Background: an optimization exercise with open tools, aiming at small area and a short achievable clock period. Do not read the settings as production practice.

== run a ==
==> flow/design.v <==
module aish_merge #(
	parameter NB = 16
) (
	input  [8*NB-1:0] a,
	input  [8*NB-1:0] b,
	input  [8*NB-1:0] c,
	input  [NB-1:0]   sa,
	input  [NB-1:0]   sb,
	input  [NB-1:0]   sc,
	output [8*NB-1:0] y
);
	genvar j;
	generate
		for (j = 0; j < NB; j = j + 1) begin : g_byte
			assign y[8*j +: 8] = ~((a[8*j +: 8] & {8{sa[j]}}) |
			                       (b[8*j +: 8] & {8{sb[j]}}) |
			                       (c[8*j +: 8] & {8{sc[j]}}));
		end
	endgenerate
endmodule
module aish_rot #(
	parameter NB  = 16,
	parameter SH  = 1,
	parameter INV = 1
) (
	input  [8*NB-1:0] a,
	input             s,
	output [8*NB-1:0] y
);
	wire [8*NB-1:0] r = {a[8*SH-1:0], a[8*NB-1:8*SH]};
	wire [8*NB-1:0] m = s ? r : a;
	assign y = INV ? ~m : m;
endmodule
module aish_thermo16 (
	input  [15:0] x,
	output [15:0] t
);
	function [3:0] sort4;
		input [3:0] v;
		begin
			sort4[0] = |v;
			sort4[1] = (v[0] & v[1]) | (v[0] & v[2]) | (v[0] & v[3]) |
			           (v[1] & v[2]) | (v[1] & v[3]) | (v[2] & v[3]);
			sort4[2] = (v[0] & v[1] & v[2]) | (v[0] & v[1] & v[3]) |
			           (v[0] & v[2] & v[3]) | (v[1] & v[2] & v[3]);
			sort4[3] = &v;
		end
	endfunction
	function [7:0] add44;
		input [3:0] a;
		input [3:0] b;
		integer m, i;
		reg [4:0] ae, be;
		begin
			ae = {a, 1'b1};
			be = {b, 1'b1};
			for (m = 1; m <= 8; m = m + 1) begin
				add44[m-1] = 1'b0;
				for (i = 0; i <= 4; i = i + 1)
					if (m - i >= 0 && m - i <= 4 && i <= 4)
						add44[m-1] = add44[m-1] | (ae[i] & be[m-i]);
			end
		end
	endfunction
	function [15:0] add88;
		input [7:0] a;
		input [7:0] b;
		integer m, i;
		reg [8:0] ae, be;
		begin
			ae = {a, 1'b1};
			be = {b, 1'b1};
			for (m = 1; m <= 16; m = m + 1) begin
				add88[m-1] = 1'b0;
				for (i = 0; i <= 8; i = i + 1)
					if (m - i >= 0 && m - i <= 8)
						add88[m-1] = add88[m-1] | (ae[i] & be[m-i]);
			end
		end
	endfunction
	wire [3:0] n0 = sort4(x[3:0]);
	wire [3:0] n1 = sort4(x[7:4]);
	wire [3:0] n2 = sort4(x[11:8]);
	wire [3:0] n3 = sort4(x[15:12]);
	assign t = add88(add44(n0, n1), add44(n2, n3));
endmodule
module axi_stream_insert_header #(
	parameter DATA_WD = 128,
	parameter DATA_BYTE_WD = DATA_WD / 8
) (
	input                           clk,
	input                           rst_n,
	input                           valid_in,
	input      [DATA_WD-1 : 0]      data_in,
	input      [DATA_BYTE_WD-1 : 0] keep_in,
	input                           last_in,
	output reg                      ready_in,
	input                           valid_insert,
	input      [DATA_WD-1 : 0]      header_insert,
	input      [DATA_BYTE_WD-1 : 0] keep_insert,
	output reg                      ready_insert,
	output                          valid_out,
	output     [DATA_WD-1 : 0]      data_out,
	output     [DATA_BYTE_WD-1 : 0] keep_out,
	output                          last_out,
	input                           ready_out
);
	localparam NB = DATA_BYTE_WD;
	reg               rdy_prev;    
	reg               rdy_prev2;   
	reg [DATA_WD-1:0] data_d;      
	reg [DATA_WD-1:0] merged_n;    
	reg [4:0]         hdr_cnt;     
	reg [4:0]         keep_cnt;    
	wire start = ready_out & valid_insert & valid_in;
	wire up    = ready_in & ~rdy_prev;
	wire [15:0] ins_t;
	aish_thermo16 u_ins_t (.x(keep_insert), .t(ins_t));
	wire [4:0] ins_cnt;
	assign ins_cnt[4] = ins_t[15];
	assign ins_cnt[3] = ins_t[7] & ~ins_t[15];
	assign ins_cnt[2] = (ins_t[3] & ~ins_t[7]) | (ins_t[11] & ~ins_t[15]);
	assign ins_cnt[1] = (ins_t[1] & ~ins_t[3]) | (ins_t[5] & ~ins_t[7]) |
	                    (ins_t[9] & ~ins_t[11]) | (ins_t[13] & ~ins_t[15]);
	assign ins_cnt[0] = (ins_t[0] & ~ins_t[1]) | (ins_t[2] & ~ins_t[3]) |
	                    (ins_t[4] & ~ins_t[5]) | (ins_t[6] & ~ins_t[7]) |
	                    (ins_t[8] & ~ins_t[9]) | (ins_t[10] & ~ins_t[11]) |
	                    (ins_t[12] & ~ins_t[13]) | (ins_t[14] & ~ins_t[15]);
	reg [NB-1:0] low, sel_in, sel_hdr, sel_prev;
	integer j;
	always @(*) begin
		for (j = 0; j < NB; j = j + 1) begin
			low[j]      = up ? ins_t[j] : (hdr_cnt > j);
			sel_in[j]   = ~low[j];
			sel_hdr[j]  = low[j] & up;
			sel_prev[j] = low[j] & ~up;
		end
	end
	wire [DATA_WD-1:0] merged_n_d;
	aish_merge #(.NB(NB)) u_merge (
		.a(data_in), .b(header_insert), .c(data_d),
		.sa(sel_in), .sb(sel_hdr), .sc(sel_prev), .y(merged_n_d));
	wire [DATA_WD-1:0] r0, r1, r2;
	aish_rot #(.NB(NB), .SH(1), .INV(1)) u_rot0 (.a(merged_n), .s(hdr_cnt[0]), .y(r0));
	aish_rot #(.NB(NB), .SH(2), .INV(1)) u_rot1 (.a(r0),       .s(hdr_cnt[1]), .y(r1));
	aish_rot #(.NB(NB), .SH(4), .INV(1)) u_rot2 (.a(r1),       .s(hdr_cnt[2]), .y(r2));
	aish_rot #(.NB(NB), .SH(8), .INV(0)) u_rot3 (.a(r2),       .s(hdr_cnt[3]), .y(data_out));
	wire [5:0] end_cnt = hdr_cnt + keep_cnt;
	reg [NB-1:0] last_keep;
	integer k;
	always @(*) begin
		for (k = 0; k < NB; k = k + 1)
			last_keep[k] = (end_cnt >= 2 * NB - k);
	end
	assign valid_out = rdy_prev | rdy_prev2;
	assign last_out  = rdy_prev2 & ~rdy_prev;
	assign keep_out  = rdy_prev ? {NB{1'b1}} : last_keep;
	always @(posedge clk or negedge rst_n) begin
		if (~rst_n) begin
			ready_in     <= 1'b0;
			ready_insert <= 1'b0;
			rdy_prev     <= 1'b0;
			rdy_prev2    <= 1'b0;
		end else begin
			if (last_in)
				ready_in <= 1'b0;
			else if (start)
				ready_in <= 1'b1;
			if (ready_in)
				ready_insert <= 1'b0;
			else if (start)
				ready_insert <= 1'b1;
			rdy_prev  <= ready_in;
			rdy_prev2 <= rdy_prev;
		end
	end
	always @(posedge clk) begin
		data_d   <= data_in;
		merged_n <= merged_n_d;
		if (up)
			hdr_cnt <= ins_cnt;
		if (ready_in)
			keep_cnt <= $countones(keep_in);
	end
endmodule
export LEC_CHECK = 0
export CAP_MARGIN = 20
export CORE_MARGIN = 2
export CORE_UTILIZATION = 30
export SLEW_MARGIN = 20
export SYNTH_HIERARCHICAL = 1
create_clock -name core_clock -period 30.0 [get_ports {clk}]
standard.sh (not shown) runs the stock make flow with config.mk's settings and CLKGATE_MAP_FILE= SYNTH_SCRIPT=/design/flow/synth_recipe.tcl, a recipe that flattens the netlist after the stock synthesis.
==> flow/flow/run.sh <==
#!/bin/bash
# Standard layout, with plain buf_1 cells as the port buffers and timing repair aiming well below the period.
set -euo pipefail
bash standard.sh 'BUFFER_PORTS_ARGS=-buffer_cell sky130_fd_sc_hd__buf_1' SETUP_SLACK_MARGIN=20 finish > make.log 2>&1
What run b does differently from run a at the input level:
--- a/flow/design.v
+++ b/flow/design.v
@@ -106,48 +106,51 @@
 	input                           ready_out
 );
 	localparam NB = DATA_BYTE_WD;
 	reg               rdy_prev;    
 	reg               rdy_prev2;   
 	reg [DATA_WD-1:0] data_d;      
-	reg [DATA_WD-1:0] merged_n;    
+	reg [DATA_WD-1:0] merged;      
 	reg [4:0]         hdr_cnt;     
 	reg [4:0]         keep_cnt;    
+	reg [2:0]         rot;         
 	wire start = ready_out & valid_insert & valid_in;
 	wire up    = ready_in & ~rdy_prev;
+	wire [4:0] shift;
 	wire [15:0] ins_t;
 	aish_thermo16 u_ins_t (.x(keep_insert), .t(ins_t));
 	wire [4:0] ins_cnt;
 	assign ins_cnt[4] = ins_t[15];
 	assign ins_cnt[3] = ins_t[7] & ~ins_t[15];
 	assign ins_cnt[2] = (ins_t[3] & ~ins_t[7]) | (ins_t[11] & ~ins_t[15]);
 	assign ins_cnt[1] = (ins_t[1] & ~ins_t[3]) | (ins_t[5] & ~ins_t[7]) |
 	                    (ins_t[9] & ~ins_t[11]) | (ins_t[13] & ~ins_t[15]);
 	assign ins_cnt[0] = (ins_t[0] & ~ins_t[1]) | (ins_t[2] & ~ins_t[3]) |
 	                    (ins_t[4] & ~ins_t[5]) | (ins_t[6] & ~ins_t[7]) |
 	                    (ins_t[8] & ~ins_t[9]) | (ins_t[10] & ~ins_t[11]) |
 	                    (ins_t[12] & ~ins_t[13]) | (ins_t[14] & ~ins_t[15]);
+	assign shift = up ? ins_cnt : hdr_cnt;
 	reg [NB-1:0] low, sel_in, sel_hdr, sel_prev;
 	integer j;
 	always @(*) begin
 		for (j = 0; j < NB; j = j + 1) begin
 			low[j]      = up ? ins_t[j] : (hdr_cnt > j);
 			sel_in[j]   = ~low[j];
 			sel_hdr[j]  = low[j] & up;
 			sel_prev[j] = low[j] & ~up;
 		end
 	end
-	wire [DATA_WD-1:0] merged_n_d;
+	wire [DATA_WD-1:0] merged_n_d, merged_d;
 	aish_merge #(.NB(NB)) u_merge (
 		.a(data_in), .b(header_insert), .c(data_d),
 		.sa(sel_in), .sb(sel_hdr), .sc(sel_prev), .y(merged_n_d));
-	wire [DATA_WD-1:0] r0, r1, r2;
-	aish_rot #(.NB(NB), .SH(1), .INV(1)) u_rot0 (.a(merged_n), .s(hdr_cnt[0]), .y(r0));
-	aish_rot #(.NB(NB), .SH(2), .INV(1)) u_rot1 (.a(r0),       .s(hdr_cnt[1]), .y(r1));
-	aish_rot #(.NB(NB), .SH(4), .INV(1)) u_rot2 (.a(r1),       .s(hdr_cnt[2]), .y(r2));
-	aish_rot #(.NB(NB), .SH(8), .INV(0)) u_rot3 (.a(r2),       .s(hdr_cnt[3]), .y(data_out));
+	aish_rot #(.NB(NB), .SH(8), .INV(1)) u_rot3 (.a(merged_n_d), .s(shift[3]), .y(merged_d));
+	wire [DATA_WD-1:0] r0, r1;
+	aish_rot #(.NB(NB), .SH(1), .INV(1)) u_rot0 (.a(merged), .s(rot[0]), .y(r0));
+	aish_rot #(.NB(NB), .SH(2), .INV(1)) u_rot1 (.a(r0),     .s(rot[1]), .y(r1));
+	aish_rot #(.NB(NB), .SH(4), .INV(0)) u_rot2 (.a(r1),     .s(rot[2]), .y(data_out));
 	wire [5:0] end_cnt = hdr_cnt + keep_cnt;
 	reg [NB-1:0] last_keep;
 	integer k;
 	always @(*) begin
 		for (k = 0; k < NB; k = k + 1)
 			last_keep[k] = (end_cnt >= 2 * NB - k);
@@ -173,13 +176,14 @@
 			rdy_prev  <= ready_in;
 			rdy_prev2 <= rdy_prev;
 		end
 	end
 	always @(posedge clk) begin
 		data_d   <= data_in;
-		merged_n <= merged_n_d;
+		merged   <= merged_d;
+		rot      <= shift[2:0];
 		if (up)
 			hdr_cnt <= ins_cnt;
 		if (ready_in)
 			keep_cnt <= $countones(keep_in);
 	end
 endmodule
Results
Run b was carried through to the last stage, and its layout satisfied the timing, DRC and antenna checks. Looking at run a and run b, the share of cell area taken by muxes after synthesis is a wash. Per the comparison of run b with run a, share of synthesized area occupied by flip-flops and latches held; maximum frequency up about 0.36%; total wirelength of the detailed-routed design down about 3%. Number of synthesized flops with an enable pin | run b below run a. Looking only at area growth from synthesis to layout, and setting everything else aside, the lower value of run a and run b goes to run a. In the reports for run a and run b, the larger clock-buffer cell count belongs to run b. Run b — clock latency on the worst-skew pair 40 ps lower, run a as reference. [compare] base=run a new=run b: post-detailed-route via-to-cell ratio has decreased; synthesized instance count picked up an extra 10; register share of the cell area moved down.
Function was not checked in any run of this note: the RTL went through the layout flow alone.

-- separate check: timing with driven ports --
How much do the figures lean on ideal ports? The routed layouts below were timed once more, with nothing changed but the port constraints. Step 1, drivers: a clkbuf_16 drives clk and a buf_2 each remaining input, both assumed. Step 2 adds t to the input delays and takes it off the output delays; t is the mean of the earliest and latest rising clock arrival at the registers after step 1. Input paths then give back, and output paths get back, about the clock's delay inside the block. Three values: ideal ports, drivers, drivers and shift; two values: the first two.
run | t, ns | setup WS [ns] | hold WS [ns] | worst setup path after step 2 | slew at the worst register clock pin (ns)
run a | 0.616 | 20.301 / 20.248 / 20.123 | 0.406 / 0.406 / 0.406 | input to register | 0.07 / 0.07
run b | 0.593 | 20.335 / 20.280 / 20.103 | 0.486 / 0.486 / 0.486 | input to register | 0.06 / 0.06
After both steps every run listed still meets setup and hold. The setup slack of run b, which loses most, moves by -0.055 ns with the drivers and by -0.232 ns with both steps.
